This is an optimization exercise on Yosys and OpenROAD, whose aim is small area, not a production implementation.
In this exercise RTL edits were held to simulation tests only and were not proved equivalent to the original.
Power and IR drop assume default switching activity.

==> flow/design.v <==
module pulse_gen
(
	input wire clk, rst,
	input wire instr_fifo_empty,
	input wire [31:0] instr_fifo_data,
	output wire instr_fifo_read,
	input wire pulse_fifo_empty,
	input wire [31:0] pulse_fifo_data,
	output wire pulse_fifo_read,
	output wire [255:0] m_axis_tdata,
	output wire m_axis_tvalid,
	input wire m_axis_tready,
	output wire [255:0] m0_axis_tdata,
	output wire m0_axis_tvalid,
	input wire m0_axis_tready,
	output wire [7:0] state_out,
	output wire busy
);
localparam [3:0] S_IDLE = 0, S_RST_READ = 1, S_READ = 2, S_WAIT_TICK = 3,
                 S_WAIT_PULSE = 4, S_TOGGLE_END = 5, S_SS_1 = 6, S_SS_2 = 7,
                 S_SS_3 = 8, S_SS_4 = 9, S_SS_5 = 10, S_SS_6 = 11,
                 S_SS_WAIT = 12, S_WAIT_CLEAR = 13, S_SS_SYNC_SEND = 14,
                 S_TOGGLE_SEND = 15;
reg [3:0] state;
reg is_phase_meas_mode;
reg [15:0] amplitude_n;   
reg [15:0] pulse_len_reg;
reg [23:0] clock_period;
reg [45:0] main_clock_p1;  
reg clock_tick;           
reg [15:0] cnt_n;         
reg [3:0] fine_delay;     
reg [7:0] dead_n;         
reg [6:0] dead_half;      
reg [11:0] words_n;       
reg word_on;              
reg word_late;            
reg word_end;             
reg m0_on;
assign m_axis_tvalid = 1'b1;
assign m0_axis_tvalid = 1'b1;
assign state_out = {4'b0, state};
assign busy = (state != S_IDLE) || is_phase_meas_mode;
assign instr_fifo_read = (state == S_RST_READ);
assign pulse_fifo_read = (state == S_SS_2) || (state == S_WAIT_CLEAR);
genvar i;
wire [24:0] mc_c;
wire [22:0] mc_hc;
assign mc_c[0] = 1'b1;
assign mc_hc[0] = &main_clock_p1[23:0];
generate
	for (i = 0; i < 24; i = i + 1) begin : mc_chain
		assign mc_c[i+1] = mc_c[i] & main_clock_p1[i];
	end
	for (i = 0; i < 22; i = i + 1) begin : mc_hchain
		assign mc_hc[i+1] = mc_hc[i] & main_clock_p1[24+i];
	end
endgenerate
wire [45:0] mc_inc = main_clock_p1 ^ {mc_hc[21:0], mc_c[23:0]};
wire mc_high = (main_clock_p1[45:24] != 0);
wire [24:0] ge_lo;        
wire [24:12] ge_hi0, ge_hi1;
assign ge_lo[0] = 1'b1;
assign ge_hi0[12] = 1'b0;
assign ge_hi1[12] = 1'b1;
generate
	for (i = 0; i < 12; i = i + 1) begin : ge_chain
		assign ge_lo[i+1] = (main_clock_p1[i] & ~clock_period[i]) |
			((main_clock_p1[i] | ~clock_period[i]) & ge_lo[i]);
	end
	for (i = 12; i < 24; i = i + 1) begin : ge_sel
		assign ge_hi0[i+1] = (main_clock_p1[i] & ~clock_period[i]) |
			((main_clock_p1[i] | ~clock_period[i]) & ge_hi0[i]);
		assign ge_hi1[i+1] = (main_clock_p1[i] & ~clock_period[i]) |
			((main_clock_p1[i] | ~clock_period[i]) & ge_hi1[i]);
	end
endgenerate
wire mc_ge = ge_lo[12] ? ge_hi1[24] : ge_hi0[24];
wire mc_ones = !mc_high && (main_clock_p1[23:0] == 0);
wire clock_pre_tick = mc_ones || ((clock_period != 0) && (mc_high || mc_ge));
wire rst_clock = (state == S_IDLE) && word_on && word_late && word_end;
wire clock_clear = rst_clock || clock_pre_tick;
function [15:0] therm;
input [3:0] n;
begin
	therm = ~(16'hFFFF >> n);
end
endfunction
wire len_long = (pulse_len_reg[15:4] != 0);
wire [15:0] pulse_mask = len_long ? 16'hFFFF : therm(pulse_len_reg[3:0]);
wire [4:0] end_lane = pulse_len_reg[3:0] + fine_delay;
wire [15:0] end_mask = therm(end_lane[3:0]);
wire [15:0] late_mask = ~therm(fine_delay);
wire words_last = (&words_n[11:1]) && !(!words_n[0] && end_lane[4]);
wire tail_on = !words_n[0] ^ end_lane[4];
wire [15:0] mask = {16{word_on}} & (word_late ? late_mask : 16'hFFFF) &
	(word_end ? (end_mask | {16{word_late && (len_long || end_lane[4])}}) : 16'hFFFF);
wire [15:0] out_mask = is_phase_meas_mode ? (clock_tick ? pulse_mask : 16'h0) : mask;
wire [15:0] m0_mask = m0_on ? pulse_mask : 16'h0;
generate
	for (i = 0; i < 16; i = i + 1) begin : lanes
		assign m_axis_tdata[i*16 +: 16] = ~(amplitude_n | {16{~out_mask[i]}});
		assign m0_axis_tdata[i*16 +: 16] = ~(amplitude_n | {16{~m0_mask[i]}});
	end
endgenerate
wire cnt_zero = &cnt_n;
wire dead_zero = &dead_n;
wire cnt_count = !cnt_zero && (((state == S_TOGGLE_END || state == S_SS_1 ||
	state == S_WAIT_TICK || state == S_SS_4) && clock_pre_tick) ||
	state == S_WAIT_PULSE || state == S_SS_5);
wire dead_count = (state == S_SS_WAIT) && !dead_zero && clock_tick;
wire words_count = (state == S_TOGGLE_SEND || state == S_SS_SYNC_SEND || state == S_SS_6) &&
	!words_last;
wire words_load = ((state == S_TOGGLE_END || state == S_SS_1) && clock_pre_tick) ||
	state == S_SS_4 || state == S_SS_5;
wire [16:0] cnt_c;
wire [12:0] words_c;
wire [8:0] dead_c;
assign cnt_c[0] = cnt_count;
assign words_c[0] = words_count;
assign dead_c[0] = dead_count;
generate
	for (i = 0; i < 16; i = i + 1) begin : cnt_chain
		assign cnt_c[i+1] = cnt_c[i] & cnt_n[i];
	end
	for (i = 0; i < 12; i = i + 1) begin : words_chain
		assign words_c[i+1] = words_c[i] & words_n[i];
	end
	for (i = 0; i < 8; i = i + 1) begin : dead_chain
		assign dead_c[i+1] = dead_c[i] & dead_n[i];
	end
endgenerate
wire [7:0] cmd = instr_fifo_data[31:24];
task set_word(input on, input late, input ends);
begin
	word_on <= on;
end
endtask
always @(posedge clk) begin
	case (state)
		S_RST_READ: fine_delay <= 0;
		S_READ: if (cmd == 8'd1) fine_delay <= instr_fifo_data[3:0];
		S_SS_3: fine_delay <= pulse_fifo_data[3:0];
		default: ;
	endcase
	if (state == S_READ && cmd == 8'd1) cnt_n <= ~instr_fifo_data[23:8];
	else if (state == S_READ && (cmd == 8'd5 || cmd == 8'd6)) cnt_n <= ~instr_fifo_data[15:0];
	else if (state == S_SS_3) cnt_n <= ~pulse_fifo_data[23:8];
	else cnt_n <= cnt_n ^ cnt_c[15:0];
	if (state == S_READ && cmd == 8'd6) begin
		dead_n <= ~instr_fifo_data[23:16];
		dead_half <= instr_fifo_data[23:17];
	end
	else dead_n <= dead_n ^ dead_c[7:0];
	if (!(state == S_SS_1 && !cnt_zero && !clock_pre_tick)) begin
		word_late <= !(state == S_TOGGLE_SEND || state == S_SS_SYNC_SEND || state == S_SS_6);
		word_end <= (state == S_TOGGLE_SEND || state == S_SS_SYNC_SEND || state == S_SS_6) ?
			words_last : !(state == S_WAIT_TICK || state == S_WAIT_PULSE);
	end
	if (words_load) words_n <= ~pulse_len_reg[15:4];
	else words_n <= words_n ^ words_c[11:0];
end
always @(posedge clk or negedge rst) begin
	if (!rst) begin
		state <= S_IDLE;
		is_phase_meas_mode <= 0;
		amplitude_n <= 16'h8000;
		pulse_len_reg <= 18;
		clock_period <= 10;
		word_on <= 0;
		m0_on <= 0;
	end
	else begin
		m0_on <= (state == S_SS_WAIT) && !dead_zero && clock_tick &&
		         (dead_n == ~{1'b0, dead_half});
		case (state)
			S_IDLE: begin
				set_word(0, 0, 0);
				if (!instr_fifo_empty) state <= S_RST_READ;
			end
			S_RST_READ: state <= S_READ;
			S_READ: begin
				state <= S_IDLE;
				case (cmd)
					8'd0: set_word(1, 1, 1);
					8'd1: state <= S_WAIT_TICK;
					8'd2: clock_period <= instr_fifo_data[23:0];
					8'd3: is_phase_meas_mode <= 1;
					8'd4: is_phase_meas_mode <= 0;
					8'd5: begin
						is_phase_meas_mode <= 0;
						state <= S_TOGGLE_END;
					end
					8'd6: state <= S_SS_1;
					8'd7: if (!pulse_fifo_empty) state <= S_WAIT_CLEAR;
					8'd8: amplitude_n <= ~instr_fifo_data[15:0];
					8'd9: pulse_len_reg <= instr_fifo_data[15:0];
					default: ;
				endcase
			end
			S_WAIT_CLEAR: if (pulse_fifo_empty) state <= S_IDLE;
			S_TOGGLE_END, S_SS_1: begin
				if (cnt_zero) begin
					set_word(0, 0, 0);
					if (state == S_TOGGLE_END || pulse_fifo_empty) state <= S_IDLE;
					else state <= S_SS_WAIT;
				end
				else if (clock_pre_tick) begin
					set_word(1, 1, 1);
					state <= (state == S_TOGGLE_END) ? S_TOGGLE_SEND : S_SS_SYNC_SEND;
				end
				else if (state == S_TOGGLE_END) set_word(0, 0, 0);
			end
			S_TOGGLE_SEND, S_SS_SYNC_SEND, S_SS_6: begin
				if (words_last) begin
					set_word(tail_on, 0, 1);
					if (state == S_TOGGLE_SEND) state <= S_TOGGLE_END;
					else if (state == S_SS_SYNC_SEND) state <= S_SS_1;
					else if (!pulse_fifo_empty) state <= S_SS_2;
					else state <= S_IDLE;
				end
				else set_word(1, 0, 0);
			end
			S_SS_WAIT: if (dead_zero) state <= S_SS_2;
			S_SS_2: begin
				set_word(0, 0, 0);
				state <= S_SS_3;
			end
			S_SS_3: state <= S_SS_4;
			S_SS_4, S_SS_5: begin
				if (clock_pre_tick || state == S_SS_5) begin
					if (cnt_zero) begin
						set_word(1, 1, 1);
						state <= S_SS_6;
					end
					else state <= S_SS_5;
				end
			end
			S_WAIT_TICK, S_WAIT_PULSE: begin
				if (clock_pre_tick || state == S_WAIT_PULSE) begin
					if (cnt_zero) begin
						set_word(1, 1, 0);
						state <= S_IDLE;
					end
					else state <= S_WAIT_PULSE;
				end
			end
		endcase
	end
end
always @(posedge clk or negedge rst) begin
	if (!rst) begin
		main_clock_p1 <= 1;
		clock_tick <= 1;
	end
	else begin
		main_clock_p1 <= clock_clear ? 46'd1 : mc_inc;
		clock_tick <= clock_clear;
	end
end
endmodule
==> flow/flow/run.sh <==
#!/bin/bash
# The standard layout (standard.sh), with four changes that only size cells:
#  - synthesis maps logic with an area-oriented ABC script (flow/area_synth.tcl);
#  - every port still gets its own buffer, the smallest one (buf_1);
#  - tie cells are not copied per port;
#  - CTS builds the clock tree from clkbuf_8 cells and adds no dummy loads.
set -euo pipefail
here=$(cd "$(dirname "$0")" && pwd)
export BUFFER_PORTS_ARGS="-buffer_cell sky130_fd_sc_hd__buf_1"
export SKIP_REPAIR_TIE_FANOUT=1
export CTS_ARGS="-sink_clustering_enable -repair_clock_nets -dont_use_dummy_load -buf_list sky130_fd_sc_hd__clkbuf_8 -root_buf sky130_fd_sc_hd__clkbuf_8 -sink_clustering_size 24 -sink_clustering_max_diameter 60"
bash standard.sh SYNTH_SCRIPT="$here/area_synth.tcl" finish > standard.log 2>&1
==> flow/flow/area.abc <==
strash; &get -n; &st; &dch; &nf -R 20; &put; topo; dnsize -c
==> flow/flow/area_synth.tcl <==
# The standard synthesis, with ABC mapping the logic by an area-oriented
# script (flow/area.abc) in place of ORFS's speed script. Registers are
# untouched: ABC maps only the combinational logic between them.
set area_abc_script [file join [file dirname [file normalize [info script]]] area.abc]
proc abc {args} {
  set i [lsearch -exact $args -script]
  if {$i >= 0} {
    set args [lreplace $args $i [expr {$i + 1}] -script $::area_abc_script]
  }
  yosys abc {*}$args
}
source [file join [file dirname [file dirname [file normalize [info script]]]] synth_recipe.tcl]
==> flow/standard.sh <==
#!/bin/bash
# synth_recipe.tcl (not shown) runs the flow's synth.tcl, then flattens the netlist and writes it again
# the make line also repeats each setting of config.mk as NAME=value (left out here)
make -C /OpenROAD-flow-scripts/flow DESIGN_CONFIG=/design/flow/config.mk WORK_HOME=/design/flow/orfs CLKGATE_MAP_FILE= SYNTH_SCRIPT=/design/flow/synth_recipe.tcl "${@:-finish}"
==> flow/config.mk <==
export PLATFORM = sky130hd
export DESIGN_NAME = pulse_gen
export DESIGN_NICKNAME = pulse_gen
export VERILOG_FILES = /design/flow/design.v
export SDC_FILE = /design/flow/constraint.sdc
export NUM_CORES = 4
export LEC_CHECK = 0
export CAP_MARGIN = 0
export CORE_MARGIN = 2
export CORE_UTILIZATION = 30
export SLEW_MARGIN = 0
==> flow/constraint.sdc <==
create_clock -name core_clock -period 10.0 [get_ports {clk}]
set_input_delay 2.0000 -clock core_clock [delete_from_list [all_inputs] [get_ports {clk}]]
set_output_delay 2.0000 -clock core_clock [all_outputs]
set_load 0.01 [all_outputs]
==> summary.txt, run 1 <==
Outcome
  • Status: timing/DRC/antenna clean

STA
  • Setup TNS: 0 ps
  • Worst slew pin tran: ~1200 ps
  • Hold Fails Final Rpt: 0
  • F_max: 0.121 GHz
  • Setup violators final: 0
  • Max Clock Skew: around 40 ps
  • Minimum clock period: 8270 ps
  • Period utilization: 82.7%
  • Worst slew margin: between 10% and 20%
  • Final Max Slew Viols: 0
  • Unrepaired setup endpoints after global routing: no

Clock network
  • Post-cts gate resize count: 0
  • Clk slew on worst S/H paths: 80 ps
  • CTS Sinks: 159
  • CTS Root Cell: clkbuf_8
  • Post-CTS Setup Inserts: 0
  • Num CTS Buffers: 17
  • Longest Clk Path Bufs: 2
  • CTS H-tree depth: 4
  • Clock Latency Late Sink: ~450 ps
  • Clock tree from TritonCTS: done
  • Hold-fix buffers at CTS: 0

Routing
  • Antenna Violating Nets Remaining: 0
  • 1st-iter DRT viols: 944
  • Vias per inst: ~5.2
  • DRC: 0
  • Vias: 12600
  • Drt total wl: 48100 microns
  • Pre-antenna DRT Iters: 5
  • Routed wire per std cell: roughly 20 microns

Power
  • Power Density: 226 nW/um^2
  • Flop pwr share: approximately 30%
  • LEAKAGE: between 6 and 7 nW
  • Net Sw Frac: slightly above 50%
  • Sw power: approximately 1.6 mW
  • Comb pwr share: 58.9%
  • Clk pwr share: 11.7%
  • P_int: 1.49 mW
  • VDD IR max: 148 uV

Finish
  • Share of layout cells above drive strength 1: 3.43%
  • Total area of sequential cells: 3890 sq um
  • Final core area utilization: 40.0%
  • Multi-input logic area: 6360 sq um
  • Top flop regs: main_clock_p1 (46), clock_period (24)
  • Most frequent cells in the layout: 590 x nor2_1, 573 x buf_1, 89 x nand2_1
  • Final net count: 2135
  • Commonest non-fill, non-tap cell in the layout: nor2_1
  • Most flops, register: main_clock_p1
  • Synth-to-Final Area Change: 30.3%
  • Max reg flops: 46
  • Filler Cell Count: 3543

Yosys
  • Gate count after technology mapping: 1373
  • Largest family of logic cells by synthesized area: simple AND/OR/NAND/NOR gates
  • Synth Register Bits: 159
  • Synthesized net count: 1526
  • Post-synthesis sequential area ratio: a little under two fifths
  • Async set or reset register ratio after synthesis: 69.2%
  • Mapped Area: 10300 sq um
  • Synth Area in XOR/XNOR: less than 1%
  • Ys Warns: 1
  • Count of cell types in the netlist: 51
  • Post-synth EDFFs: 13
  • Post-Synth Adder-Cell Area: 10.4%
  • Avg Inst Size Synth: 7.53 sq um
  • Fraction of the mapped netlist area in simple logic gates: 34.7%
  • Mux contribution to synthesized area: about 3.0%
  • Synth Area in Compound Gates: 12.0%
  • Post-synth top flop: dfrtp_1

Setup path
  • R2R setup slack: 1730 ps
  • Cell mode on critical path: ha_1
  • CP max stage delay: 660 ps
  • Startpoint Class: flip-flop
  • CP endpoint kind: flip-flop
  • Slowest cell on the critical path: a21boi_0
  • CP arrival: approximately 8600 ps
  • Crit-path max FO: 5
  • Crit path kind: reg -> reg
  • CP required: 10310 ps

Global route
  • GRT Total Usage: 25.2%
  • First-pass GRT wire length: 68300 microns
  • Number of global-route vias before repair: approximately 11000
  • Grt total ovfl: 0
  • Initial antenna violation count: 0
  • Largest net degree at the start of global routing: 68

Die
  • Core ar.: ~34000 sq um
  • I/O pin count: just under 600
  • Die area: 36000 sq um
  • Die Span Y: 190 microns
  • Die W: 190 microns
  • Row cnt: between 60 and 70
  • Initial Util: 30.7%

Placement
  • Post-detail-place hpwl: around 33000 microns
  • RD Place Congestion: 0.898
  • PortBufs: 574

Hold path
  • Hold WC Path Type: reg -> reg

Run
  • Max-cap violation count: 0
## power by group through the flow
| stage | Sequential, mW | Clock [mW] | Combinational [mW] |
|---|---|---|---|
| 2_1_floorplan | 0.853 | 0 | 1.09 |
| 3_3_place_gp | 0.900 | 0 | 1.77 |
| 3_5_place_dp | 0.901 | 0 | 1.77 |
| 4_1_cts | 0.889 | 0.367 | 1.78 |
| 5_1_grt | 0.905 | 0.392 | 1.98 |
| 6_report | 0.894 | 0.356 | 1.79 |
## critical path, delay by kind of cell, from the launching register on
family          cells  cell delay, ps
compound gates     18            3030
xor+xnor            1             140
simple gates        2             200
flops               1             540
fa+ha+maj          18            3860
buf+inv             2             390
## through the flow
step | cell area, sq um | hold WS, ps | worst slack (ps) | instances | power [mW]
final | 13500 | 472 | 1730 | 2429 | 3.04
after floorplan | 10300 | 437 | 2760 | 1373 | 1.94
after global routing | 13500 | 481 | 1090 | 2428 | 3.28
after global placement | 13200 | 448 | 1800 | 2410 | 2.67
after CTS | 13500 | 472 | 1740 | 2427 | 3.04
after detailed placement | 13200 | 453 | 1780 | 2410 | 2.68
## kinds of logic after synthesis
logic type               Yosys count
buffers and inverters             33
AO/OA/AOI/OAI                    206
AND/OR/NAND/NOR                  849
adder cells (fa/ha/maj)           86
multiplexers                      28
flip-flops                       159
other                              2
XOR/XNOR                          10
## final timing paths
path | from | end | cells past startpoint
worst max-delay path | clock_period[1]$_DFFE_PN1P_ | cnt_n[15]$_DFF_P_ | 41
worst min-delay path | pulse_len_reg[12]$_DFFE_PN0P_ | words_n[8]$_DFF_P_ | 1
worst max register to register | clock_period[1]$_DFFE_PN1P_ | cnt_n[15]$_DFF_P_ | 41
worst min register to register | pulse_len_reg[12]$_DFFE_PN0P_ | words_n[8]$_DFF_P_ | 1
max in group asynchronous | rst | amplitude_n[3]$_DFFE_PN0P_ | 2
min in group asynchronous | rst | amplitude_n[13]$_DFFE_PN0P_ | 1
## layer usage
metal	vias up	routed length, microns	track usage, %
met5	-	0	0
met3	88	3590	4.81
met2	684	22500	41.8
met4	0	1370	9.15
met1	5915	20700	32.7
li1	5895	-	-
## cell type report
cell class	count	area share, %
flip-flops and latches	159	28.9
diodes	1	0.0186
clock buffers	17	1.74
inverters	27	0.752
well taps	448	4.16
multi-input cells	1181	47.2
repair buffers	596	17.2
## synthesized netlist by cell type (all sizes together) (11+ instances only)
| library cell | number | area, sq um |
|---|---|---|
| a211oi | 18 | 135 |
| a21oi | 67 | 335 |
| and2 | 53 | 332 |
| clkinv | 27 | 101 |
| dfrtp | 103 | 2580 |
| dfxtp | 36 | 721 |
| edfxtp | 13 | 390 |
| ha | 82 | 1030 |
| mux2 | 28 | 315 |
| nand2 | 89 | 334 |
| nand2b | 12 | 75.1 |
| nand3 | 16 | 80.1 |
| nand4 | 19 | 119 |
| nor2 | 590 | 2210 |
| nor2b | 15 | 93.8 |
| nor3 | 11 | 55.1 |
| nor4 | 26 | 163 |
| o21ai | 64 | 320 |
==> run 2, diff against run 1 <==
--- a/flow/config.mk
+++ b/flow/config.mk
@@ -8,4 +8,5 @@
 export CAP_MARGIN = 0
 export CORE_MARGIN = 2
 export CORE_UTILIZATION = 30
+export GPL_TIMING_DRIVEN = 0
 export SLEW_MARGIN = 0
==> run 2 against run 1 <==
  * Worst hold slack worse by 6.2 ps
  * Area after synthesis unchanged
  * Routed wire length up 1.3%
  * Register-to-register slack worse by 190 ps
  * First-iteration DRC count up 9.0%
  * Worst setup slack worse by 190 ps
==> summary.txt, run 2 <==
Power
  • Comb pwr share: 59.4%
  • Design Power: ~3.1 mW
  • Power Density: 224 nW/um^2
  • VDD IR max: 153 uV
  • Flop pwr share: 29.0%
  • Sw power: 1.56 mW
  • Net Sw Frac: 50.8%
  • P_int: roughly 1.5 mW
  • LEAKAGE: 6.83 nW
  • Clk pwr share: ~12%

STA
  • Setup TNS: 0 ps
  • Setup violators final: 0
  • Period utilization: 84.6%
  • Worst slew pin tran: 1430 ps
  • Worst slew margin: 4.48%
  • F_max: 0.118 GHz
  • Minimum clock period: around 8500 ps
  • Unrepaired setup endpoints after global routing: no
  • Final Max Slew Viols: 0
  • Max Clock Skew: 41.9 ps
  • Hold Fails Final Rpt: 0

Clock network
  • CTS Sinks: 159
  • CTS H-tree depth: 4
  • Clock Latency Late Sink: between 400 and 500 ps
  • Clock tree from TritonCTS: done
  • Post-cts gate resize count: 0
  • Hold-fix buffers at CTS: 0
  • Clk slew on worst S/H paths: 80 ps
  • Num CTS Buffers: 17
  • Post-CTS Setup Inserts: 0
  • CTS Root Cell: clkbuf_8
  • Longest Clk Path Bufs: 2

Finish
  • Most frequent cells in the layout: 590 x nor2_1, 573 x buf_1, 89 x nand2_1
  • Synth-to-Final Area Change: 32.6%
  • Most flops, register: main_clock_p1
  • Commonest non-fill, non-tap cell in the layout: nor2_1
  • ANT cells: 0
  • Top flop regs: main_clock_p1 (46), clock_period (24)
  • Max reg flops: 46
  • Filler Cell Count: 3541
  • Layout Cells excl Fill: 2436
  • Design Area, Final: 13700 sq um
  • Final net count: roughly 2100
  • Share of layout cells above drive strength 1: 4.12%

Yosys
  • Most frequent cell after synthesis: nor2_1
  • Post-synthesis sequential area ratio: 37.5%
  • Post-synth EDFFs: 13
  • Count of cell types in the netlist: a little over 50
  • Proportion of netlist area held by the largest area contributor: 24.9%
  • Synth Register Bits: 159
  • Synthesized net count: roughly 1500
  • Avg Inst Size Synth: 7.53 sq um
  • Async set or reset register ratio after synthesis: 69.2%
  • Most common library cells after synthesis: 590 x nor2_1, 103 x dfrtp_1, 89 x nand2_1
  • Ys Warns: 1
  • Mapped Area: ~10000 sq um
  • Post-synth top flop: dfrtp_1
  • Gate count after technology mapping: 1373
  • Yosys top cell by area: dfrtp_1
  • Largest cells by area after synthesis: dfrtp_1 25%, nor2_1 21%, ha_1 9.9%

Die
  • Die area: 36000 sq um
  • Die Span Y: 190 microns
  • Initial Util: a little under a third
  • I/O pin count: 595
  • Core ar.: 33700 sq um
  • Row cnt: 67
  • Die W: 190 microns

Placement
  • Dpl cells: 2416
  • Post-detail-place hpwl: 35000 microns
  • Placed Area: approximately 13000 sq um
  • PortBufs: about 570
  • RD Place Congestion: 0.902

Routing
  • Vias: between 10000 and 15000
  • Pre-antenna DRT Iters: 6
  • DRC: 0
  • Antenna Violating Nets Remaining: 0
  • Vias per inst: 5.18
  • Routed wire per std cell: 20.0 microns
  • 1st-iter DRT viols: 1029
  • Drt total wl: 48700 microns

Global route
  • First-pass GRT wire length: 69000 microns
  • Number of global-route vias before repair: 11300
  • Initial antenna violation count: 0
  • Grt total ovfl: 0
  • Largest net degree at the start of global routing: 40
  • GRT Total Usage: 25.6%

Setup path
  • Startpoint Class: flip-flop
  • Cell mode on critical path: ha_1
  • Reg2Reg Depth: slightly above 40
  • Worst reg2reg path startpoint: clock_period[1]$_DFFE_PN1P_
  • CP endpoint kind: flip-flop
  • Crit-path max FO: 5
  • Reg2Reg Capture Point: cnt_n[15]$_DFF_P_
  • Worst Setup SP: clock_period[1]$_DFFE_PN1P_
  • CP arrival: between 8000 and 9000 ps
  • R2R setup slack: 1540 ps
  • Crit path kind: reg -> reg
  • Slowest cell on the critical path: a21boi_0
  • CP required: 10300 ps
  • CP max stage delay: approximately 760 ps

Run
  • Max-cap violation count: 0

Hold path
  • Hold Path Sink: words_n[4]$_DFF_P_
  • Hold Startpoint: pulse_len_reg[8]$_DFFE_PN0P_
  • Worst hold path cell count: 1
  • Hold WC Path Type: reg -> reg

Outcome
  • Status: timing/DRC/antenna clean
## run 2: cell types whose count changed in the layout (fill, tap and decap cells not counted), moves of 2 or more
cell     before  now
a21oi_1      64   62
a21oi_2       3    5
buf_12        0    6
buf_16        0    2
buf_4        22   16
buf_6         0    2
buf_8         0    4
## run 2: cells by family after synthesis
logic type | synth area share [%]
AND/OR/NAND/NOR | 34.7
AO/OA/AOI/OAI | 12.0
buffers and inverters | 1.42
XOR/XNOR | 0.847
adder cells (fa/ha/maj) | 10.4
multiplexers | 3.05
flip-flops | 37.5
other | 0.0726
## run 2: power by group through the flow
stage	logic, mW	clock network [mW]	registers, mW
floorplan	1.09	0	0.853
global placement	1.76	0	0.898
detailed placement	1.80	0	0.897
CTS	1.82	0.363	0.884
global route	2.01	0.390	0.901
finish	1.82	0.356	0.889
## run 2: per-stage QoR
stage	utilization, %	setup WS (ps)	hold WS (ps)
5_1_grt	40.7	892	493
2_1_floorplan	-	2760	437
6_report	40.7	1540	466
4_1_cts	40.6	1550	463
3_5_place_dp	39.9	1580	455
3_3_place_gp	38.7	1550	449
## run 2: per-layer routing
layer  GRT usage (%)  up-vias  part of all wire [%]
met5               0        -                     0
met4            9.00        0                   3.4
met3            5.57       99                   8.1
met2            43.3      735                    47
met1            32.1     5895                    41
li1                -     5899                     -
## run 2: worst max path at each step
stage / end / slack (ps) / cells past startpoint
after floorplan: cnt_n[15]$_DFF_P_ / 2760 / 41
after global placement: cnt_n[15]$_DFF_P_ / 1550 / 41
after detailed placement: cnt_n[15]$_DFF_P_ / 1580 / 41
after CTS: cnt_n[15]$_DFF_P_ / 1550 / 41
after global routing: cnt_n[15]$_DFF_P_ / 890 / 41
final: cnt_n[15]$_DFF_P_ / 1540 / 41
## run 2: layout make-up
| type | count | area (sq um) | share of cell area [%] |
|---|---|---|---|
| Tap cell | 448 | 561 | 4.09 |
| Multi-Input combinational cell | 1181 | 6390 | 46.6 |
| Buffer | 6 | 45.0 | 0.328 |
| Inverter | 27 | 101 | 0.739 |
| Timing Repair Buffer | 598 | 2490 | 18.1 |
| Clock buffer | 17 | 234 | 1.71 |
| Sequential cell | 159 | 3890 | 28.4 |
## run 2: critical path: cells and delay by family (launching register included)
kind	cells	cell delay, ps
AO/OA/AOI/OAI	18	3030
XOR/XNOR	1	140
adder cells (fa/ha/maj)	18	3920
buffers and inverters	2	440
flip-flops	1	540
AND/OR/NAND/NOR	2	220
==> run 3, diff against run 2 <==
==> flow/flow/area.abc (replaced) <==
strash; &get -n; &st; &dch; &nf -R 20 -p -F 8 -A 4 -C 32; &put; strash; &get -n; &st; &dch; &nf -R 20 -p -F 8 -A 4 -C 32; &put; topo; dnsize -c
--- a/flow/config.mk
+++ b/flow/config.mk
@@ -8,5 +8,4 @@
 export CAP_MARGIN = 0
 export CORE_MARGIN = 2
 export CORE_UTILIZATION = 30
-export GPL_TIMING_DRIVEN = 0
 export SLEW_MARGIN = 0
==> run 3 against run 2 <==
  * Still clean
  * Worst setup slack better by 830 ps
  * Critical path depth down 2
  * Flip-flop and latch count unchanged
  * Sequential share of layout area up 0.65 points
  * Routed wire length down 3.3%
  * Clock-buffer cell count unchanged
  * Synthesized cell count down 2.3%
  * Clock skew down 10 ps
  * Clock power about the same
==> summary.txt, run 3 <==
Placement
  • RD Place Congestion: between 0.9 and 1
  • Placed Area: 13200 sq um
  • Post-detail-place hpwl: 32800 microns
  • PortBufs: around 570

Clock network
  • Clock tree from TritonCTS: done
  • Longest Clk Path Bufs: 2
  • Clock Latency Late Sink: around 450 ps
  • Hold-fix buffers at CTS: 0
  • Post-cts gate resize count: 0
  • Num CTS Buffers: 17
  • Clk slew on worst S/H paths: ~90 ps
  • CTS Sinks: between 150 and 200
  • Post-CTS Setup Inserts: 0
  • CTS Root Cell: clkbuf_8
  • CTS H-tree depth: 4

Yosys
  • Most frequent cell after synthesis: nor2_1
  • Proportion of netlist area held by the largest area contributor: 25.2%
  • Avg Inst Size Synth: 7.63 sq um
  • Synthesized net count: 1494
  • Post-synth top flop: dfrtp_1
  • Gate count after technology mapping: roughly 1300
  • Post-synthesis sequential area ratio: 37.8%
  • Synth Register Bits: roughly 160
  • Most common library cells after synthesis: 595 x nor2_1, 103 x dfrtp_1, 82 x ha_1
  • Yosys top cell by area: dfrtp_1
  • Largest cells by area after synthesis: dfrtp_1 25%, nor2_1 22%, ha_1 10%
  • Post-synth EDFFs: 13
  • Mapped Area: approximately 10000 sq um
  • Ys Warns: 1
  • Count of cell types in the netlist: 58
  • Async set or reset register ratio after synthesis: approximately 70%

STA
  • Max Clock Skew: 31.4 ps
  • Worst slew pin tran: 1120 ps
  • Setup violators final: 0
  • F_max: 0.131 GHz
  • Period utilization: 76.3%
  • Hold Fails Final Rpt: 0
  • Minimum clock period: roughly 7600 ps
  • Unrepaired setup endpoints after global routing: no
  • Setup TNS: 0 ps
  • Final Max Slew Viols: 0
  • Worst slew margin: 24.9%
  • Hold WS: 471 ps

Finish
  • Commonest non-fill, non-tap cell in the layout: nor2_1
  • Final core area utilization: 40.0%
  • Most flops, register: main_clock_p1
  • Max reg flops: 46
  • Most frequent cells in the layout: 594 x nor2_1, 573 x buf_1, 88 x dfrtp_1
  • Final net count: 2108
  • Multi-input logic area: 6250 sq um
  • ANT cells: 0
  • Top flop regs: main_clock_p1 (46), clock_period (24)
  • Synth-to-Final Area Change: 31.0%
  • Total area of sequential cells: between 3000 and 4000 sq um
  • Design Area, Final: 13400 sq um
  • Filler Cell Count: 3556
  • Share of layout cells above drive strength 1: 3.84%

Die
  • Die Span Y: between 150 and 200 microns
  • Die W: 189 microns
  • I/O pin count: 595
  • Row cnt: 67
  • Core ar.: 33500 sq um
  • Initial Util: 30.5%
  • Die area: 35600 sq um

Power
  • VDD IR max: about 140 uV
  • LEAKAGE: around 6.9 nW
  • Power Density: 229 nW/um^2

Setup path
  • CP required: between 10000 and 15000 ps
  • CP arrival: 7960 ps
  • CP max stage delay: 540 ps
  • CP endpoint kind: flip-flop
  • Cell mode on critical path: ha_1
  • Crit-path max FO: 3
  • Startpoint Class: flip-flop
  • Crit path kind: reg -> reg
  • Slowest cell on the critical path: dfstp_2

Routing
  • Routed wire per std cell: around 20 microns
  • Vias per inst: around 5.3
  • Vias: 12600
  • Pre-antenna DRT Iters: 6
  • Antenna Violating Nets Remaining: 0
  • DRC: 0
  • Drt total wl: 47100 microns
  • 1st-iter DRT viols: 1489

Global route
  • GRT Total Usage: 24.9%
  • Largest net degree at the start of global routing: 77
  • First-pass GRT wire length: 67400 microns
  • Initial antenna violation count: 1
  • Number of global-route vias before repair: 11100
  • Grt total ovfl: 0

Outcome
  • Status: timing/DRC/antenna clean

Hold path
  • Hold WC Path Type: reg -> reg

Run
  • Max-cap violation count: 0
run 3: cell types whose count changed after synthesis, moves of 4 or more:
| cell | previous run | this run |
|---|---|---|
| nor2b_1 | 15 | 8 |
| and3_1 | 1 | 48 |
| o21ai_0 | 64 | 47 |
| nor4_1 | 26 | 20 |
| nor2_1 | 590 | 595 |
| nand2_1 | 89 | 73 |
| nand3_1 | 16 | 11 |
| nor3_1 | 11 | 16 |
| and2_0 | 53 | 4 |
| a222oi_1 | 0 | 4 |
| a2bb2oi_1 | 0 | 5 |
run 3: logic make-up after synthesis:
group,count (synthesis),synth area share (%)
AOI/OAI and AO/OA,205,12.7
xor gates and xnor gates,9,0.770
and+or+nand+nor,818,33.5
adders and majority gates,86,10.5
buffers and inverters,33,1.43
DFF,159,37.8
other,2,0.0734
muxes,29,3.19
run 3: final timing paths:
path | from | to | slack, ps | cells past startpoint
setup / recovery | clock_period[1]$_DFFE_PN1P_ | cnt_n[15]$_DFF_P_ | 2370 | 39
hold / removal | pulse_len_reg[12]$_DFFE_PN0P_ | words_n[8]$_DFF_P_ | 470 | 1
setup reg to reg | clock_period[1]$_DFFE_PN1P_ | cnt_n[15]$_DFF_P_ | 2370 | 39
hold reg to reg | pulse_len_reg[12]$_DFFE_PN0P_ | words_n[8]$_DFF_P_ | 470 | 1
max in group asynchronous | rst | main_clock_p1[21]$_DFF_PN0_ | 7070 | 2
min in group asynchronous | rst | amplitude_n[4]$_DFFE_PN0P_ | 1550 | 1
run 3: layout make-up:
class,instances,share of cell area [%]
Multi-Input combinational cell,1149,46.6
Sequential cell,159,29.0
Timing Repair Buffer,601,17.6
Tap cell,448,4.18
Clock buffer,17,1.75
Inverter,27,0.756
run 3: worst max-delay path, delay by kind of cell (launching register included):
kind	cells	cell delay [ps]
AOI/OAI and AO/OA	18	3420
adders and majority gates	18	3280
DFF	1	540
xor gates and xnor gates	1	140
and+or+nand+nor	2	180
run 3: layer usage:
layer | routed length (microns) | GRT usage, % | vias to the layer above
met5 | 120 | 2.47 | -
met4 | 953 | 5.77 | 2
met3 | 4780 | 6.54 | 71
met2 | 22300 | 41.7 | 751
met1 | 19000 | 31.8 | 5936
li1 | - | - | 5870
run 3: metrics by stage:
stage,instances,worst slack (ps),power [mW]
floorplan,1341,2370,1.95
global placement,2383,2380,2.68
detailed placement,2383,2390,2.69
CTS,2400,2390,3.05
global route,2401,1830,3.29
finish,2401,2370,3.07
run 3: where the power goes:
part	leakage, nW	switching [mW]	total, mW	internal [mW]
logic	4.95	1.21	1.81	0.595
registers	1.82	0.146	0.902	0.755
clock network	0.122	0.205	0.356	0.150
==> run 4, diff against run 3 <==
--- a/flow/config.mk
+++ b/flow/config.mk
@@ -8,4 +8,5 @@
 export CAP_MARGIN = 0
 export CORE_MARGIN = 2
 export CORE_UTILIZATION = 30
+export PLACE_DENSITY = 0.8
 export SLEW_MARGIN = 0
==> run 4 against run 3 <==
  * Clock-buffer cell count unchanged
  * Non-clock buffer count shrank 1
  * Clock power decreased by 2%
  * Sequential share of layout area about the same
  * Via count is 2.1% higher
  * Critical path type unchanged
==> summary.txt, run 4 <==
Setup path
  • Crit-path max FO: 3
  • Cell mode on critical path: ha_1
  • CP arrival: ~8100 ps
  • Startpoint Class: flip-flop
  • Reg2Reg Depth: 39
  • CP max stage delay: 550 ps
  • Slowest cell on the critical path: dfstp_2
  • CP top delay family: compound AO/OA/AOI/OAI gates
  • CP endpoint kind: flip-flop
  • CP required: between 10000 and 15000 ps
  • Worst path depth: 39
  • CP bufs+invs: 0
  • Crit path kind: reg -> reg

Clock network
  • Num CTS Buffers: 17
  • Post-cts gate resize count: 0
  • Hold-fix buffers at CTS: 0
  • CTS H-tree depth: 4
  • CTS Root Cell: clkbuf_8
  • Clock Latency Late Sink: 460 ps
  • Post-CTS Setup Inserts: 0
  • Clock tree from TritonCTS: done
  • Longest Clk Path Bufs: 2
  • Clk slew on worst S/H paths: ~80 ps
  • CTS Sinks: between 150 and 200

Routing
  • Drt total wl: between 40000 and 50000 microns
  • Antenna Violating Nets Remaining: 0
  • WL met2: about 21000 microns
  • Vias: 12900
  • Routed wire per std cell: 19.2 microns
  • 1st-iter DRT viols: 1738
  • Vias per inst: 5.38
  • DRT met1 WL: 17900 microns
  • Top layer in use: met4
  • DRC: 0
  • Pre-antenna DRT Iters: 6
  • Met3 WL post-DR: 4820 microns

Yosys
  • Avg Inst Size Synth: 7.63 sq um
  • Most frequent cell after synthesis: nor2_1
  • Async set or reset register ratio after synthesis: 69.2%
  • Largest cells by area after synthesis: dfrtp_1 25%, nor2_1 22%, ha_1 10%
  • Ys Warns: 1
  • Yosys top cell by area: dfrtp_1
  • Proportion of netlist area held by the largest area contributor: 25.2%
  • Mapped Area: ~10000 sq um
  • Gate count after technology mapping: 1341
  • Post-synth EDFFs: 13
  • Post-synth top flop: dfrtp_1
  • Synthesized net count: about 1500
  • Synth Register Bits: approximately 160
  • Post-synthesis sequential area ratio: 37.8%
  • Most common library cells after synthesis: 595 x nor2_1, 103 x dfrtp_1, 82 x ha_1
  • Count of cell types in the netlist: 58

Finish
  • Final net count: 2107
  • Share of layout cells above drive strength 1: 3.69%
  • Layout Cells excl Fill: 2400
  • Synth-to-Final Area Change: 30.9%
  • Most frequent cells in the layout: 594 x nor2_1, 573 x buf_1, 88 x dfrtp_1
  • Commonest non-fill, non-tap cell in the layout: nor2_1
  • ANT cells: 0
  • Final core area utilization: 39.9%
  • Max reg flops: 46
  • Top flop regs: main_clock_p1 (46), clock_period (24)
  • Most flops, register: main_clock_p1

Power
  • Power Density: 228 nW/um^2
  • VDD IR max: 170 uV
  • LEAKAGE: 6.89 nW

Global route
  • Largest net degree at the start of global routing: 74
  • Grt total ovfl: 0
  • Number of global-route vias before repair: around 11000
  • Initial antenna violation count: 0
  • GRT Total Usage: between 20% and 30%
  • First-pass GRT wire length: 65200 microns

Placement
  • RD Place Congestion: 0.921
  • Dpl cells: 2383
  • PortBufs: 574
  • Post-detail-place hpwl: about 32000 microns

Die
  • Core ar.: 33500 sq um
  • Die Span Y: approximately 190 microns
  • Row cnt: 67
  • Die area: 35600 sq um
  • Die W: roughly 190 microns
  • I/O pin count: 595
  • Initial Util: 30.5%

STA
  • Unrepaired setup endpoints after global routing: no
  • Worst slew margin: between 20% and 30%
  • Setup TNS: 0 ps
  • Max Clock Skew: around 24 ps
  • F_max: between 0.1 and 0.15 GHz
  • Setup violators final: 0
  • Minimum clock period: around 8000 ps
  • Hold Fails Final Rpt: 0
  • Period utilization: 77.9%
  • Final Max Slew Viols: 0
  • Worst slew pin tran: roughly 1100 ps

Hold path
  • Hold WC Path Type: reg -> reg
  • Worst hold path cell count: 1

Run
  • Max-cap violation count: 0

Outcome
  • Status: timing/DRC/antenna clean
-- run 4: cell counts after synthesis --
Identical to the previous run, type by type.
-- run 4: cells by family after synthesis --
group / synth area share [%]
DFF: 37.8
and+or+nand+nor: 33.5
xor gates and xnor gates: 0.770
adders and majority gates: 10.5
muxes: 3.19
buffers and inverters: 1.43
AOI/OAI and AO/OA: 12.7
other: 0.0734
-- run 4: final cells by class --
type                       count  area, sq um
multi-input combinational   1149         6250
timing repair buffer         600         2350
clock buffer                  17          234
fill                        3378        20100
inverter                      27          101
tap                          448          561
sequential                   159         3890
-- run 4: per-stage QoR --
step | power, mW | setup WS [ps] | area (sq um) | hold WS [ps]
4_1_cts | 3.02 | 2270 | 13400 | 468
5_1_grt | 3.26 | 1730 | 13400 | 490
3_5_place_dp | 2.67 | 2300 | 13200 | 460
3_3_place_gp | 2.63 | 2360 | 13200 | 453
2_1_floorplan | 1.95 | 2370 | 10200 | 438
6_report | 3.06 | 2210 | 13400 | 467
-- run 4: worst paths after layout --
kind	end	slack [ps]	startpoint
worst max-delay path	cnt_n[15]$_DFF_P_	2210	clock_period[1]$_DFFE_PN1P_
worst min-delay path	words_n[6]$_DFF_P_	470	pulse_len_reg[10]$_DFFE_PN0P_
worst max register to register	cnt_n[15]$_DFF_P_	2210	clock_period[1]$_DFFE_PN1P_
worst min register to register	words_n[6]$_DFF_P_	470	pulse_len_reg[10]$_DFFE_PN0P_
max in group asynchronous	pulse_len_reg[2]$_DFFE_PN0P_	7090	rst
min in group asynchronous	state[3]$_DFFE_PN0P_	1560	rst
-- run 4: power breakdown --
part,internal [mW],switching [mW],leakage (nW)
combinational,0.594,1.22,4.95
clock,0.150,0.199,0.122
sequential,0.756,0.144,1.82
-- run 4: worst register-to-register path: cells and delay by family (launching register included) --
kind            cells  cell delay (ps)
compound gates     18             3530
xor+xnor            1              140
fa+ha+maj          18             3300
flops               1              550
simple gates        2              170
-- run 4: layer usage --
layer / track usage [%] / vias to the layer above
met5: 0 / -
met4: 12.2 / 0
met2: 37.2 / 820
li1: - / 5868
met3: 7.19 / 134
met1: 30.1 / 6079
==> run 5, diff against run 4 <==
==> flow/flow/area.abc (replaced) <==
strash; &get -n; &st; &dch -f; &nf -R 20 -p -F 8 -A 4 -C 32; &put; strash; &get -n; &st; &dch -f; &nf -R 20 -p -F 8 -A 4 -C 32; &put; topo; dnsize -c
==> run 5 against run 4 <==
  * Sequential share of layout area is 0.10 points higher
  * Final cell count barely moved
  * Global-route usage rose by 1.2 points
  * Utilization is 0.14 points lower
  * Worst setup slack better by 220 ps
  * Largest cell class unchanged
  * Highest routed layer is now met5
==> summary.txt, run 5 <==
Outcome
  • Status: timing/DRC/antenna clean

Finish
  • Most frequent cells in the layout: 583 x nor2_1, 573 x buf_1, 88 x dfrtp_1
  • Synth-to-Final Area Change: 30.7%
  • Filler Cell Count: 3460
  • Most flops, register: main_clock_p1
  • Top flop regs: main_clock_p1 (46), clock_period (24)
  • Commonest non-fill, non-tap cell in the layout: nor2_1
  • Total area of sequential cells: 3890 sq um
  • Max reg flops: 46
  • Final net count: ~2100
  • Multi-input logic area: 6240 sq um
  • Share of layout cells above drive strength 1: 3.59%
  • Layout Cells excl Fill: 2399

Setup path
  • Cell mode on critical path: ha_1
  • Startpoint Class: flip-flop
  • Reg2Reg Depth: 38
  • Slowest cell on the critical path: dfrtp_1
  • CP bufs+invs: 0
  • CP top delay family: adder cells
  • CP required: a little over 10000 ps
  • CP arrival: 7890 ps
  • Worst path depth: 38
  • CP endpoint kind: flip-flop
  • CP max stage delay: 370 ps
  • Crit-path max FO: 3
  • R2R setup slack: roughly 2400 ps
  • Crit path kind: reg -> reg

Run
  • Max-cap violation count: 0

Yosys
  • Async set or reset register ratio after synthesis: 69.2%
  • Largest cells by area after synthesis: dfrtp_1 25%, nor2_1 21%, ha_1 10%
  • Gate count after technology mapping: 1346
  • Post-synth top flop: dfrtp_1
  • Most frequent cell after synthesis: nor2_1
  • Count of cell types in the netlist: 52
  • Post-synth EDFFs: 13
  • Ys Warns: 1
  • Proportion of netlist area held by the largest area contributor: 25.2%
  • Synth Register Bits: roughly 160
  • Post-synthesis sequential area ratio: 37.9%
  • Most common library cells after synthesis: 583 x nor2_1, 103 x dfrtp_1, 85 x nand2_1
  • Mapped Area: approximately 10000 sq um
  • Avg Inst Size Synth: roughly 7.6 sq um
  • Yosys top cell by area: dfrtp_1
  • Synthesized net count: 1499

Global route
  • First-pass GRT wire length: between 60000 and 70000 microns
  • GRT Total Usage: 25.2%
  • Initial antenna violation count: 3
  • Number of global-route vias before repair: approximately 11000
  • Grt total ovfl: 0
  • Largest net degree at the start of global routing: 66

Routing
  • Vias per inst: between 5 and 6
  • Antenna Violating Nets Remaining: 0
  • Drt total wl: between 40000 and 50000 microns
  • DRC: 0
  • Routed wire per std cell: 20.1 microns
  • Pre-antenna DRT Iters: 6
  • 1st-iter DRT viols: 1361
  • Vias: 13000

STA
  • Worst slew margin: a little under an eighth
  • Worst slew pin tran: around 1300 ps
  • Hold Fails Final Rpt: 0
  • Setup violators final: 0
  • Setup TNS: 0 ps
  • Unrepaired setup endpoints after global routing: no
  • Period utilization: 75.7%
  • Minimum clock period: between 7000 and 8000 ps
  • Final Max Slew Viols: 0
  • Max Clock Skew: around 38 ps
  • F_max: about 0.13 GHz

Die
  • I/O pin count: ~600
  • Core ar.: 33500 sq um
  • Die W: 188 microns
  • Die area: 35500 sq um
  • Initial Util: a little under a third
  • Row cnt: 67
  • Die Span Y: 188 microns

Placement
  • PortBufs: ~570
  • RD Place Congestion: 0.910
  • Post-detail-place hpwl: approximately 33000 microns
  • Dpl cells: 2381

Power
  • LEAKAGE: 6.84 nW
  • VDD IR max: 158 uV
  • Net Sw Frac: about half
  • Flop pwr share: between 20 and 30%
  • Power Density: 222 nW/um^2
  • Sw power: 1.50 mW
  • P_int: 1.46 mW
  • Clk pwr share: 11.8%
  • Comb pwr share: 58.2%

Clock network
  • Longest Clk Path Bufs: 2
  • Post-CTS Setup Inserts: 0
  • CTS Root Cell: clkbuf_8
  • Clock Latency Late Sink: 470 ps
  • Hold-fix buffers at CTS: 0
  • CTS Sinks: 159
  • Post-cts gate resize count: 0
  • Clk slew on worst S/H paths: 80 ps
  • Num CTS Buffers: 17
  • Clock tree from TritonCTS: done
  • CTS H-tree depth: 4

Hold path
  • Worst hold path cell count: 1
  • Hold WC Path Type: reg -> reg
run 5: cell types whose count changed after synthesis, sizes merged, moves of 4 or more:
cell	previous run	this run
o21ai	47	61
nand2	73	85
a211oi	17	1
nor2	595	583
o211ai	1	16
nor4	20	24
run 5: worst paths after layout:
path | from | to
worst max-delay path | clock_period[0]$_DFFE_PN0P_ | cnt_n[14]$_DFF_P_
worst min-delay path | pulse_len_reg[7]$_DFFE_PN0P_ | words_n[3]$_DFF_P_
worst max register to register | clock_period[0]$_DFFE_PN0P_ | cnt_n[14]$_DFF_P_
worst min register to register | pulse_len_reg[7]$_DFFE_PN0P_ | words_n[3]$_DFF_P_
max in group asynchronous | rst | clock_period[1]$_DFFE_PN1P_
min in group asynchronous | rst | amplitude_n[10]$_DFFE_PN0P_
run 5: final cells by class:
class / instances / share of cell area [%]
Antenna cell: 1 / 0.0188
Clock buffer: 17 / 1.75
Inverter: 30 / 0.844
Multi-Input combinational cell: 1151 / 46.8
Sequential cell: 159 / 29.2
Tap cell: 448 / 4.20
Timing Repair Buffer: 593 / 17.2
run 5: metrics by stage:
step	setup WS (ps)	utilization, %	power (mW)	hold WS [ps]	cell area (sq um)
floorplan	1900	-	1.87	441	10200
global placement	2550	39.1	2.56	454	13100
detailed placement	2510	39.1	2.58	463	13100
CTS	2440	39.8	2.94	475	13300
global route	1810	39.8	3.16	493	13300
finish	2430	39.8	2.96	476	13300
run 5: kinds of logic after synthesis:
kind of cell / count (synthesis) / share of synthesized area (%)
AOI/OAI and AO/OA: 209 / 12.6
xor gates and xnor gates: 9 / 0.772
adders and majority gates: 86 / 10.5
buffers and inverters: 36 / 1.54
DFF: 159 / 37.9
muxes: 29 / 3.17
other: 2 / 0.0736
and+or+nand+nor: 816 / 33.4
run 5: power groups by stage:
stage | clock [mW] | sequential, mW | combinational (mW)
after floorplan | 0 | 0.845 | 1.03
after global placement | 0 | 0.885 | 1.67
after detailed placement | 0 | 0.891 | 1.69
after CTS | 0.358 | 0.878 | 1.70
after global routing | 0.381 | 0.894 | 1.89
final | 0.350 | 0.885 | 1.72
run 5: routing by layer:
metal  vias to the layer above  GRT usage [%]  share of wire (%)
met3                       154           7.54                 11
li1                       5851              -                  -
met2                       912           41.0                 46
met5                         -              0              0.066
met1                      6101           30.6                 38
met4                         4           11.7                4.3
==> run 6, diff against run 5 <==
==> flow/flow/run.sh (replaced) <==
#!/bin/bash
# The standard layout (standard.sh), with five changes that only size cells:
#  - synthesis maps logic with an area-oriented ABC script (flow/area_synth.tcl);
#  - every port still gets its own buffer, the smallest one (buf_1);
#  - tie cells are not copied per port;
#  - CTS builds the clock tree from clkbuf_8 cells and adds no dummy loads;
#  - before placement, gates driving 12 or more pins get the next drive
#    strength (flow/upsize.tcl), in place of buffers added by repair_design.
set -euo pipefail
here=$(cd "$(dirname "$0")" && pwd)
export BUFFER_PORTS_ARGS="-buffer_cell sky130_fd_sc_hd__buf_1"
export SKIP_REPAIR_TIE_FANOUT=1
export PRE_GLOBAL_PLACE_TCL="$here/upsize.tcl"
export CTS_ARGS="-sink_clustering_enable -repair_clock_nets -dont_use_dummy_load -buf_list sky130_fd_sc_hd__clkbuf_8 -root_buf sky130_fd_sc_hd__clkbuf_8 -sink_clustering_size 24 -sink_clustering_max_diameter 60"
bash standard.sh SYNTH_SCRIPT="$here/area_synth.tcl" finish > standard.log 2>&1
==> flow/flow/upsize.tcl (new file) <==
# Before placement: give each logic gate that drives many pins the next drive
# strength up, so that repair_design need not buffer its net.
proc upsize_high_fanout_drivers {min_fanout} {
  set db [ord::get_db]
  set block [ord::get_db_block]
  set n 0
  foreach net [$block getNets] {
    if {[$net getSigType] ne "SIGNAL"} continue
    set iterms [$net getITerms]
    if {[llength $iterms] - 1 < $min_fanout} continue
    foreach it $iterms {
      if {![$it isOutputSignal]} continue
      set inst [$it getInst]
      set m [[$inst getMaster] getName]
      if {[regexp {^sky130_fd_sc_hd__(df|edf|sdf|dl|buf|clk|conb|ha|fa)} $m]} continue
      if {![regexp {^(sky130_fd_sc_hd__\w+)_[01]$} $m -> base]} continue
      set new [$db findMaster ${base}_2]
      if {$new eq "NULL"} continue
      $inst swapMaster $new
      incr n
      puts "upsize: [$inst getName] $m -> ${base}_2 (fanout [expr {[llength $iterms] - 1}])"
    }
  }
  puts "upsized $n high-fanout drivers"
}
upsize_high_fanout_drivers [expr {[info exists ::env(UPSIZE_MIN_FANOUT)] ? $::env(UPSIZE_MIN_FANOUT) : 12}]
==> run 6 against run 5 <==
  * Clock skew is 4.5 ps lower
  * Clock-buffer cell count stayed put
  * Die area stayed put
  * Combinational power hardly changed
  * Utilization is 0.10 points higher
  * Critical path depth stayed put
  * Final area is 0.25% higher
  * First-iteration DRC count is 7.0% lower
  * Routed wire length is 0.56% higher
  * Register-to-register slack worse by 270 ps
  * Flip-flop and latch count stayed put
  * Largest cell class unchanged
==> summary.txt, run 6 <==
Hold path
  • Worst hold path cell count: 1
  • Hold WC Path Type: reg -> reg

Yosys
  • Proportion of netlist area held by the largest area contributor: 25.2%
  • Synth Area in Compound Gates: 12.6%
  • Count of cell types in the netlist: 52
  • Largest cells by area after synthesis: dfrtp_1 25%, nor2_1 21%, ha_1 10%
  • Synth Area in XOR/XNOR: 0.772%
  • Mapped Area: 10200 sq um
  • Synthesized net count: 1499
  • Gate count after technology mapping: 1346
  • Post-synth EDFFs: 13
  • Mux contribution to synthesized area: 3.17%
  • Largest family of logic cells by synthesized area: simple AND/OR/NAND/NOR gates
  • Post-Synth Adder-Cell Area: a little over a tenth
  • Post-synth top flop: dfrtp_1
  • Most frequent cell after synthesis: nor2_1
  • Fraction of the mapped netlist area in simple logic gates: 33.4%
  • Ys Warns: 1
  • Async set or reset register ratio after synthesis: between 60% and 70%
  • Most common library cells after synthesis: 583 x nor2_1, 103 x dfrtp_1, 85 x nand2_1
  • Synth Register Bits: 159
  • Post-synthesis sequential area ratio: 37.9%
  • Yosys top cell by area: dfrtp_1
  • Avg Inst Size Synth: between 7 and 8 sq um

Clock network
  • CTS Sinks: 159
  • Longest Clk Path Bufs: 2
  • Clk slew on worst S/H paths: ~90 ps
  • CTS H-tree depth: 4
  • Clock tree from TritonCTS: done
  • Num CTS Buffers: 17
  • Post-CTS Setup Inserts: 0
  • Hold-fix buffers at CTS: 0
  • CTS Root Cell: clkbuf_8
  • Clock Latency Late Sink: ~460 ps
  • Post-cts gate resize count: 0

Placement
  • PortBufs: between 500 and 600
  • Post-detail-place hpwl: 33100 microns
  • Post-Place Setup Slack: between 2000 and 2500 ps
  • Placed Area: ~13000 sq um
  • RD Place Congestion: 0.903

Finish
  • Synth-to-Final Area Change: 31.0%
  • Design Area, Final: 13400 sq um
  • Filler Cell Count: 3419
  • Top flop regs: main_clock_p1 (46), clock_period (24)
  • Commonest non-fill, non-tap cell in the layout: nor2_1
  • Share of layout cells above drive strength 1: 4.64%
  • Final net count: 2093
  • Most flops, register: main_clock_p1
  • Total area of sequential cells: between 3000 and 4000 sq um
  • Most frequent cells in the layout: 583 x nor2_1, 573 x buf_1, 88 x dfrtp_1
  • Multi-input logic area: between 6000 and 7000 sq um
  • Max reg flops: 46
  • Final core area utilization: 39.9%

Global route
  • Number of global-route vias before repair: approximately 11000
  • GRT Total Usage: 25.5%
  • Grt total ovfl: 0
  • Initial antenna violation count: 2
  • First-pass GRT wire length: between 60000 and 70000 microns
  • Largest net degree at the start of global routing: 67

STA
  • Unrepaired setup endpoints after global routing: no
  • Setup violators final: 0
  • Final worst slack: 2160 ps
  • Worst slew margin: about 17%
  • F_max: 0.128 GHz
  • Final Max Slew Viols: 0
  • Worst slew pin tran: 1240 ps
  • Period utilization: between 70% and 80%
  • Setup TNS: 0 ps
  • Minimum clock period: 7840 ps
  • Max Clock Skew: around 33 ps
  • Hold Fails Final Rpt: 0

Power
  • Comb pwr share: 58.3%
  • Flop pwr share: ~30%
  • Design Power: between 2 and 3 mW
  • Clk pwr share: roughly an eighth
  • Sw power: around 1.5 mW
  • LEAKAGE: ~7 nW
  • Power Density: 222 nW/um^2
  • VDD IR max: 164 uV
  • P_int: 1.45 mW
  • Net Sw Frac: 51.0%

Routing
  • Pre-antenna DRT Iters: 9
  • 1st-iter DRT viols: 1266
  • Top layer in use: met5
  • Drt total wl: 48400 microns
  • DRT met1 WL: 18700 microns
  • Met3 WL post-DR: 5280 microns
  • Vias per inst: 5.41
  • DRC: 0
  • Vias: ~13000
  • Antenna Violating Nets Remaining: 0
  • WL met2: about 23000 microns
  • Routed wire per std cell: slightly above 20 microns

Outcome
  • Status: timing/DRC/antenna clean

Die
  • Initial Util: 30.4%
  • Die Span Y: 188 microns
  • Core ar.: between 30000 and 40000 sq um
  • Die W: 188 microns
  • Die area: ~36000 sq um
  • I/O pin count: 595
  • Row cnt: 67

Setup path
  • CP required: around 10000 ps
  • Cell mode on critical path: ha_1
  • CP arrival: approximately 8200 ps
  • Startpoint Class: flip-flop
  • Slowest cell on the critical path: dfstp_2
  • Crit-path max FO: 3
  • R2R setup slack: between 2000 and 2500 ps
  • Crit path kind: reg -> reg
  • Reg2Reg Depth: 38
  • CP endpoint kind: flip-flop
  • CP max stage delay: 540 ps

Run
  • Max-cap violation count: 0
## run 6: final timing paths
kind,start,end
max,clock_period[1]$_DFFE_PN1P_,cnt_n[15]$_DFF_P_
min,pulse_len_reg[7]$_DFFE_PN0P_,words_n[3]$_DFF_P_
max reg2reg,clock_period[1]$_DFFE_PN1P_,cnt_n[15]$_DFF_P_
min reg2reg,pulse_len_reg[7]$_DFFE_PN0P_,words_n[3]$_DFF_P_
max in group asynchronous,rst,amplitude_n[2]$_DFFE_PN0P_
min in group asynchronous,rst,pulse_len_reg[13]$_DFFE_PN0P_
## run 6: cells by family (layout without fill, tap and decap cells)
family,count (synthesis),count (layout)
xor gates and xnor gates,9,9
other,2,3
and+or+nand+nor,816,816
AOI/OAI and AO/OA,209,209
buffers and inverters,36,628
muxes,29,29
DFF,159,159
adders and majority gates,86,86
## run 6: area by class of cell
class,instances,share of cell area (%)
Multi-Input combinational cell,1151,47.6
Clock buffer,17,1.75
Tap cell,448,4.19
Timing Repair Buffer,581,16.5
Inverter,30,0.842
Antenna cell,1,0.0187
Sequential cell,159,29.1
## run 6: layer usage
metal / global-route usage [%] / up-vias
met5: 0 / -
met3: 7.79 / 141
met1: 30.6 / 6051
li1: - / 5825
met4: 10.3 / 2
met2: 42.6 / 893
## run 6: per-stage QoR
stage,hold WS (ps),std cells
final,479,2387
after global routing,488,2387
after CTS,478,2386
after detailed placement,464,2369
after global placement,457,2369
after floorplan,441,1346
## run 6: power by group through the flow
| stage | combinational, mW | clock, mW | sequential [mW] |
|---|---|---|---|
| floorplan | 1.03 | 0 | 0.845 |
| global placement | 1.67 | 0 | 0.886 |
| detailed placement | 1.70 | 0 | 0.890 |
| CTS | 1.71 | 0.360 | 0.878 |
| global route | 1.90 | 0.387 | 0.894 |
| finish | 1.73 | 0.354 | 0.886 |
## run 6: worst max-delay path: cells and delay by family, from the launching register on
kind | cells | cell delay [ps]
DFF | 1 | 540
adders and majority gates | 18 | 3290
xor gates and xnor gates | 1 | 140
and+or+nand+nor | 3 | 340
AOI/OAI and AO/OA | 16 | 3400

static timing again, ports no longer ideal:
No port has a modelled driver above. Below, the same layouts with a new extraction and two added sets of constraints.
Step 1 sets driving cells, clkbuf_16 on the clock port and buf_2 on the other inputs (assumed; they add their load-dependent delay and slew).
Step 2, shift: input delay + t, output delay - t, t = (earliest + latest rising clock arrival at the registers) / 2. This alone moves slack from input paths to output paths.
Three values: ideal, step 1, step 2; two values: the first two.
run	shift t [ns]	setup slack, ns	hold WS [ns]	worst setup path at the end	slew at the worst register clock pin (ns)
run 1	0.474	1.730 / 1.730 / 1.730	0.472 / 0.472 / 0.472	register to register	0.10 / 0.10
run 2	0.482	1.538 / 1.538 / 1.538	0.466 / 0.466 / 0.466	register to register	0.10 / 0.10
run 3	0.467	2.370 / 2.370 / 2.370	0.471 / 0.471 / 0.471	register to register	0.09 / 0.09
run 4	0.483	2.209 / 2.209 / 2.209	0.467 / 0.467 / 0.467	register to register	0.08 / 0.08
run 5	0.487	2.426 / 2.426 / 2.426	0.476 / 0.476 / 0.476	register to register	0.09 / 0.09
run 6	0.480	2.159 / 2.159 / 2.159	0.479 / 0.479 / 0.479	register to register	0.09 / 0.09
After both steps every run listed still meets setup and hold.
